Source: an optimization exercise on an open RTL-to-GDS flow (aim: small area). Production flows keep margins and buffers that such runs may drop.
Function was checked by simulation only, so behaviour that the tests miss may differ from the original.
No activity file was given, so power comes from the tool's default toggle rates.

==> exp/amber <==
Design fifo, start of the top module:
module fifo(input wire clk, reset, wr, rd, input wire [15:0] d_in,
            output wire full, empty, output wire [15:0] d_out);
==> module fifo, before the edit <==
module fifo(input wire clk, reset, wr, rd, input wire [15:0] d_in,
            output wire full, empty, output wire [15:0] d_out);
	reg [3:0] cnt;       
	reg last_re;         
	reg [239:0] sr;      
	assign empty = (cnt == 4'd0);
	assign full  = (cnt == 4'd15);
	wire we = wr & ~full;
	wire re = rd & ~empty;
	always @(posedge clk) begin
		if (reset) begin
			cnt     <= 4'd0;
			last_re <= 1'b0;
		end else begin
			cnt     <= cnt + {3'b000, we} - {3'b000, re};
			last_re <= re;
		end
	end
	always @(posedge clk)
		if (we) sr <= {sr[223:0], d_in};
	wire [3:0] lo, hi;
	assign lo[0] = ~cnt[1] & ~cnt[0];
	assign lo[1] = ~cnt[1] &  cnt[0];
	assign lo[2] =  cnt[1] & ~cnt[0];
	assign lo[3] =  cnt[1] &  cnt[0];
	assign hi[0] = ~cnt[3] & ~cnt[2];
	assign hi[1] = ~cnt[3] &  cnt[2];
	assign hi[2] =  cnt[3] & ~cnt[2];
	assign hi[3] =  cnt[3] &  cnt[2];
	wire [14:0] nsel;
	genvar k, b;
	generate for (k = 0; k < 15; k = k + 1) begin : g_dec
		assign nsel[k] = ~(lo[k % 4] & hi[k / 4]);
	end endgenerate
	generate for (b = 0; b < 16; b = b + 1) begin : g_rd
		wire [14:0] col;
		for (k = 0; k < 15; k = k + 1) begin : g_col
			assign col[k] = sr[16*k + b];
		end
		rd_bit r (nsel, col, last_re, d_out[b]);
	end endgenerate
endmodule
==> module oai22, before the edit <==
module oai22 (input wire a, b, c, d, output wire y);
	assign y = ~((a | b) & (c | d));
endmodule
==> module oai21, before the edit <==
module oai21 (input wire a, b, c, output wire y);
	assign y = ~((a | b) & c);
endmodule
==> module nor2, before the edit <==
module nor2 (input wire a, b, output wire y);
	assign y = ~(a | b);
endmodule
==> module nor4, before the edit <==
module nor4 (input wire a, b, c, d, output wire y);
	assign y = ~(a | b | c | d);
endmodule
==> module rd_bit, before the edit <==
module rd_bit (input wire [14:0] nsel, input wire [14:0] w, input wire en, output wire y);
	wire [7:0] t;
	wire l, h;
	genvar k;
	generate for (k = 0; k < 7; k = k + 1) begin : g_pair
		oai22 o (nsel[2*k], w[2*k], nsel[2*k+1], w[2*k+1], t[k]);
	end endgenerate
	oai21 o7 (nsel[14], w[14], en, t[7]);
	wire [3:0] u;
	nor2 n0 (t[0], t[1], u[0]);
	nor2 n1 (t[2], t[3], u[1]);
	nor2 n2 (t[4], t[5], u[2]);
	nor2 n3 (t[6], t[7], u[3]);
	assign y = &u;
endmodule
make LEC_CHECK=0 CAP_MARGIN=20 CORE_MARGIN=2 CORE_UTILIZATION=60 CTS_BUF_LIST=sky130_fd_sc_hd__clkbuf_16 CTS_CLUSTER_DIAMETER=80 CTS_CLUSTER_SIZE=35 PLACE_DENSITY=0.75 SLEW_MARGIN=20 SYNTH_HIERARCHICAL=1 SYNTH_MINIMUM_KEEP_SIZE=0 finish   # period 5.0 ns
run.sh (not shown) runs the stock make flow with config.mk's settings and CLKGATE_MAP_FILE= SYNTH_SCRIPT=/design/flow/synth_recipe.tcl, a recipe that flattens the netlist after the stock synthesis.
==> exp/quartz (differences from exp/amber) <==
--- a/flow/design.v
+++ b/flow/design.v
@@ -25,40 +25,58 @@
 	nor2 n3 (t[6], t[7], u[3]);
 	assign y = &u;
 endmodule
+module ctrl (input wire [3:0] cnt, input wire wr, rd, reset,
+             output wire full, empty, we, output wire [3:0] cnt_d, output wire last_re_d);
+	wire re, up, dn;
+	wire [3:0] t;
+	assign empty = ~(cnt[0] | cnt[1] | cnt[2] | cnt[3]);
+	assign full  = cnt[0] & cnt[1] & cnt[2] & cnt[3];
+	assign we = wr & ~full;
+	assign re = rd & ~empty;
+	assign up = we & ~re;
+	assign dn = re & ~we;
+	assign t[0] = up | dn;
+	assign t[1] = (up & cnt[0]) | (dn & ~cnt[0]);
+	assign t[2] = (up & cnt[0] & cnt[1]) | (dn & ~cnt[0] & ~cnt[1]);
+	assign t[3] = (up & cnt[0] & cnt[1] & cnt[2]) | (dn & ~cnt[0] & ~cnt[1] & ~cnt[2]);
+	assign cnt_d = {4{~reset}} & (cnt ^ t);
+	assign last_re_d = ~reset & re;
+endmodule
+module dec2 (input wire [1:0] a, output wire [3:0] y);
+	assign y[0] = ~a[1] & ~a[0];
+	assign y[1] = ~a[1] &  a[0];
+	assign y[2] =  a[1] & ~a[0];
+	assign y[3] =  a[1] &  a[0];
+endmodule
+module nand2 (input wire a, b, output wire y);
+	assign y = ~(a & b);
+endmodule
+module dec (input wire [3:0] cnt, output wire [14:0] nsel);
+	wire [3:0] lo, hi;
+	dec2 dl (cnt[1:0], lo);
+	dec2 dh (cnt[3:2], hi);
+	genvar k;
+	generate for (k = 0; k < 15; k = k + 1) begin : g_dec
+		nand2 n (lo[k % 4], hi[k / 4], nsel[k]);
+	end endgenerate
+endmodule
 module fifo(input wire clk, reset, wr, rd, input wire [15:0] d_in,
             output wire full, empty, output wire [15:0] d_out);
 	reg [3:0] cnt;       
 	reg last_re;         
 	reg [239:0] sr;      
-	assign empty = (cnt == 4'd0);
-	assign full  = (cnt == 4'd15);
-	wire we = wr & ~full;
-	wire re = rd & ~empty;
+	wire we, last_re_d;
+	wire [3:0] cnt_d;
+	ctrl c0 (cnt, wr, rd, reset, full, empty, we, cnt_d, last_re_d);
 	always @(posedge clk) begin
-		if (reset) begin
-			cnt     <= 4'd0;
-			last_re <= 1'b0;
-		end else begin
-			cnt     <= cnt + {3'b000, we} - {3'b000, re};
-			last_re <= re;
-		end
+		cnt     <= cnt_d;
+		last_re <= last_re_d;
 	end
 	always @(posedge clk)
 		if (we) sr <= {sr[223:0], d_in};
-	wire [3:0] lo, hi;
-	assign lo[0] = ~cnt[1] & ~cnt[0];
-	assign lo[1] = ~cnt[1] &  cnt[0];
-	assign lo[2] =  cnt[1] & ~cnt[0];
-	assign lo[3] =  cnt[1] &  cnt[0];
-	assign hi[0] = ~cnt[3] & ~cnt[2];
-	assign hi[1] = ~cnt[3] &  cnt[2];
-	assign hi[2] =  cnt[3] & ~cnt[2];
-	assign hi[3] =  cnt[3] &  cnt[2];
 	wire [14:0] nsel;
+	dec d0 (cnt, nsel);
 	genvar k, b;
-	generate for (k = 0; k < 15; k = k + 1) begin : g_dec
-		assign nsel[k] = ~(lo[k % 4] & hi[k / 4]);
-	end endgenerate
 	generate for (b = 0; b < 16; b = b + 1) begin : g_rd
 		wire [14:0] col;
 		for (k = 0; k < 15; k = k + 1) begin : g_col
==> flow/flow/run.sh (new file) <==
#!/bin/bash
# The standard ORFS flow (standard.sh, which also runs the standard
# synthesis), with three changes to how the layout is made:
#  - ports are buffered with the smallest buffer (buf_1) instead of the
#    default clkdlybuf4s50_1;
#  - CTS clusters about 20 registers per clkbuf_8 and adds no dummy loads;
#  - after placement repair, gates with positive slack are sized down
#    (repair_timing -recover_power), see post_resize.tcl.
set -euo pipefail
here=$(pwd)
export BUFFER_PORTS_ARGS="-buffer_cell sky130_fd_sc_hd__buf_1"
export CTS_ARGS="-sink_clustering_enable -repair_clock_nets -dont_use_dummy_load -buf_list sky130_fd_sc_hd__clkbuf_8 -sink_clustering_size 20 -sink_clustering_max_diameter 60"
export POST_RESIZE_TCL="$here/flow/post_resize.tcl"
bash standard.sh finish > "$here/flow_make.log" 2>&1
==> flow/flow/post_resize.tcl (new file) <==
# Size down gates that have slack to spare, then legalise.
repair_timing -recover_power 100 -verbose
detailed_placement
==> flow/standard.sh (new file) <==
#!/bin/bash
# synth_recipe.tcl (not shown) runs the flow's synth.tcl, then flattens the netlist and writes it again
# the make line also repeats each setting of config.mk as NAME=value (left out here)
make -C /OpenROAD-flow-scripts/flow DESIGN_CONFIG=/design/flow/config.mk WORK_HOME=/design/flow/orfs CLKGATE_MAP_FILE= SYNTH_SCRIPT=/design/flow/synth_recipe.tcl "${@:-finish}"
--- a/flow/config.mk
+++ b/flow/config.mk
@@ -8,9 +8,6 @@
 export CAP_MARGIN = 20
 export CORE_MARGIN = 2
 export CORE_UTILIZATION = 60
-export CTS_BUF_LIST = sky130_fd_sc_hd__clkbuf_16
-export CTS_CLUSTER_DIAMETER = 80
-export CTS_CLUSTER_SIZE = 35
 export PLACE_DENSITY = 0.75
 export SLEW_MARGIN = 20
 export SYNTH_HIERARCHICAL = 1
removed: flow/run.sh
==> exp/raven (differences from exp/amber) <==
==> flow/design.v (replaced) <==
module fifo(input wire clk, reset, wr, rd, input wire [15:0] d_in,
            output wire full, empty, output wire [15:0] d_out);
	reg [3:0] cnt;       
	reg last_re;         
	reg [239:0] sr;      
	assign empty = (cnt == 4'd0);
	assign full  = (cnt == 4'd15);
	wire we = wr & ~full;
	wire re = rd & ~empty;
	always @(posedge clk) begin
		if (reset) begin
			cnt     <= 4'd0;
			last_re <= 1'b0;
		end else begin
			cnt     <= cnt + {3'b000, we} - {3'b000, re};
			last_re <= re;
		end
	end
	always @(posedge clk)
		if (we) sr <= {sr[223:0], d_in};
	assign d_out = last_re ? sr[16*cnt +: 16] : 16'd0;
endmodule
==> flow/config.mk (replaced) <==
export PLATFORM = sky130hd
export DESIGN_NAME = fifo
export DESIGN_NICKNAME = fifo
export VERILOG_FILES = /design/flow/design.v
export SDC_FILE = /design/flow/constraint.sdc
export NUM_CORES = 4
export LEC_CHECK = 0
export CAP_MARGIN = 20
export CORE_MARGIN = 2
export CORE_UTILIZATION = 40
export PLACE_DENSITY = 0.6
export SLEW_MARGIN = 20
==> exp/tundra (differences from exp/amber) <==
--- a/flow/config.mk
+++ b/flow/config.mk
@@ -8,9 +8,9 @@
 export CAP_MARGIN = 20
 export CORE_MARGIN = 2
 export CORE_UTILIZATION = 60
-export CTS_BUF_LIST = sky130_fd_sc_hd__clkbuf_16
-export CTS_CLUSTER_DIAMETER = 80
-export CTS_CLUSTER_SIZE = 35
+export CTS_BUF_LIST = sky130_fd_sc_hd__clkbuf_8
+export CTS_CLUSTER_DIAMETER = 60
+export CTS_CLUSTER_SIZE = 20
 export PLACE_DENSITY = 0.75
 export SLEW_MARGIN = 20
 export SYNTH_HIERARCHICAL = 1
==> notes <==
In exp/quartz the register-to-register slack is worse than in exp/tundra, by 350 ps.
Between exp/raven and exp/quartz, the lower critical path depth is in exp/raven (gap 1).
In exp/amber the combinational power is smaller than in exp/raven, by 37%.
Of exp/raven and exp/tundra, exp/tundra has the higher hold slack (gap 11 ps).
Against exp/quartz, the setup slack of exp/amber is lower by 370 ps.
Between exp/tundra and exp/raven, the lower die area is in exp/tundra (gap 38%, measured against exp/raven).
In synthesized cell count, exp/amber and exp/tundra do not differ.
First-iteration DRC count: exp/raven < exp/amber < exp/tundra < exp/quartz.
Maximum frequency: exp/tundra < exp/raven < exp/amber < exp/quartz.
==> figures <==
|  | exp/tundra | exp/quartz | exp/amber | exp/raven |
|---|---|---|---|---|
| Fraction of area in multi-input gates | 0.151 | 0.154 | 0.150 | 0.184 |
| Leakage power figure | 3.17 nW | 2.99 nW | 3.17 nW | 3.67 nW |
| Post-layout util | 0.677 | 0.650 | 0.680 | 0.473 |
| Wire length on met1 | 6950 µm | 6720 µm | 6820 µm | 8080 µm |
| Final hold slack | 453 ps | 445 ps | 442 ps | 442 ps |
| Largest fanout of any net on the critical path | 16 | 16 | 16 | 50 |
| GR peak layer | met1 | met1 | met1 | met2 |
| CP bufs+invs | 2 | 1 | 2 | 2 |
| Total design power | 0.00417 W | 0.00401 W | 0.00424 W | 0.00548 W |
| Relative max-transition margin | 0.396 | 0.267 | 0.395 | 0.375 |
| Worst Hold Path EP | sr[106] | sr[223] | sr[38] | sr[137] |
| Area of the die | 15600 µm² | 15600 µm² | 15600 µm² | 25200 µm² |
| Net Count, Synth | 531 | 524 | 531 | 526 |
| Switching Fraction | 0.263 | 0.276 | 0.263 | 0.261 |
| Top routing layer in use | met5 | met4 | met5 | met4 |
| Run status | finished clean | finished clean | finished clean | finished clean |
| Power density cells | 427 nW/µm² | 428 nW/µm² | 432 nW/µm² | 493 nW/µm² |
| Pin count of the biggest net entering global routing | 79 | 208 | 79 | 99 |
| Non-clock buffer count | 41 | 38 | 41 | 46 |
| FF+latch area | 7310 µm² | 7310 µm² | 7310 µm² | 7310 µm² |

==> afterwards: timing with drivers on the ports <==
The flow's constraints put no driver on any port. The routed layouts listed below were extracted and timed again, unchanged, in two steps. Step 1 sets driving cells, clkbuf_16 on the clock port and buf_2 on the other inputs (assumed; they add their load-dependent delay and slew). Step 2 also shifts input and output timing later by t, the mid clock arrival at the registers, as if the neighbouring blocks saw the same clock. a / b / c = ideal ports / drivers / drivers and shift; a / b = the first two.
run | t (ns) | setup slack, ns | clock arrival spread, ns | worst slew at a driven data input, ns | cell pins on the clock port's net
exp/amber | 0.499 | 1.006 / 0.964 / 1.463 | 0.022 / 0.022 | 0.04 | 1
exp/quartz | 0.520 | 1.373 / 1.334 / 1.824 | 0.028 / 0.027 | 0.03 | 1
exp/raven | 0.544 | 0.991 / 0.951 / 1.494 | 0.009 / 0.009 | 0.04 | 1
exp/tundra | 0.535 | 0.947 / 0.909 / 1.444 | 0.018 / 0.018 | 0.04 | 1
After both steps setup and hold are still met in every run listed.
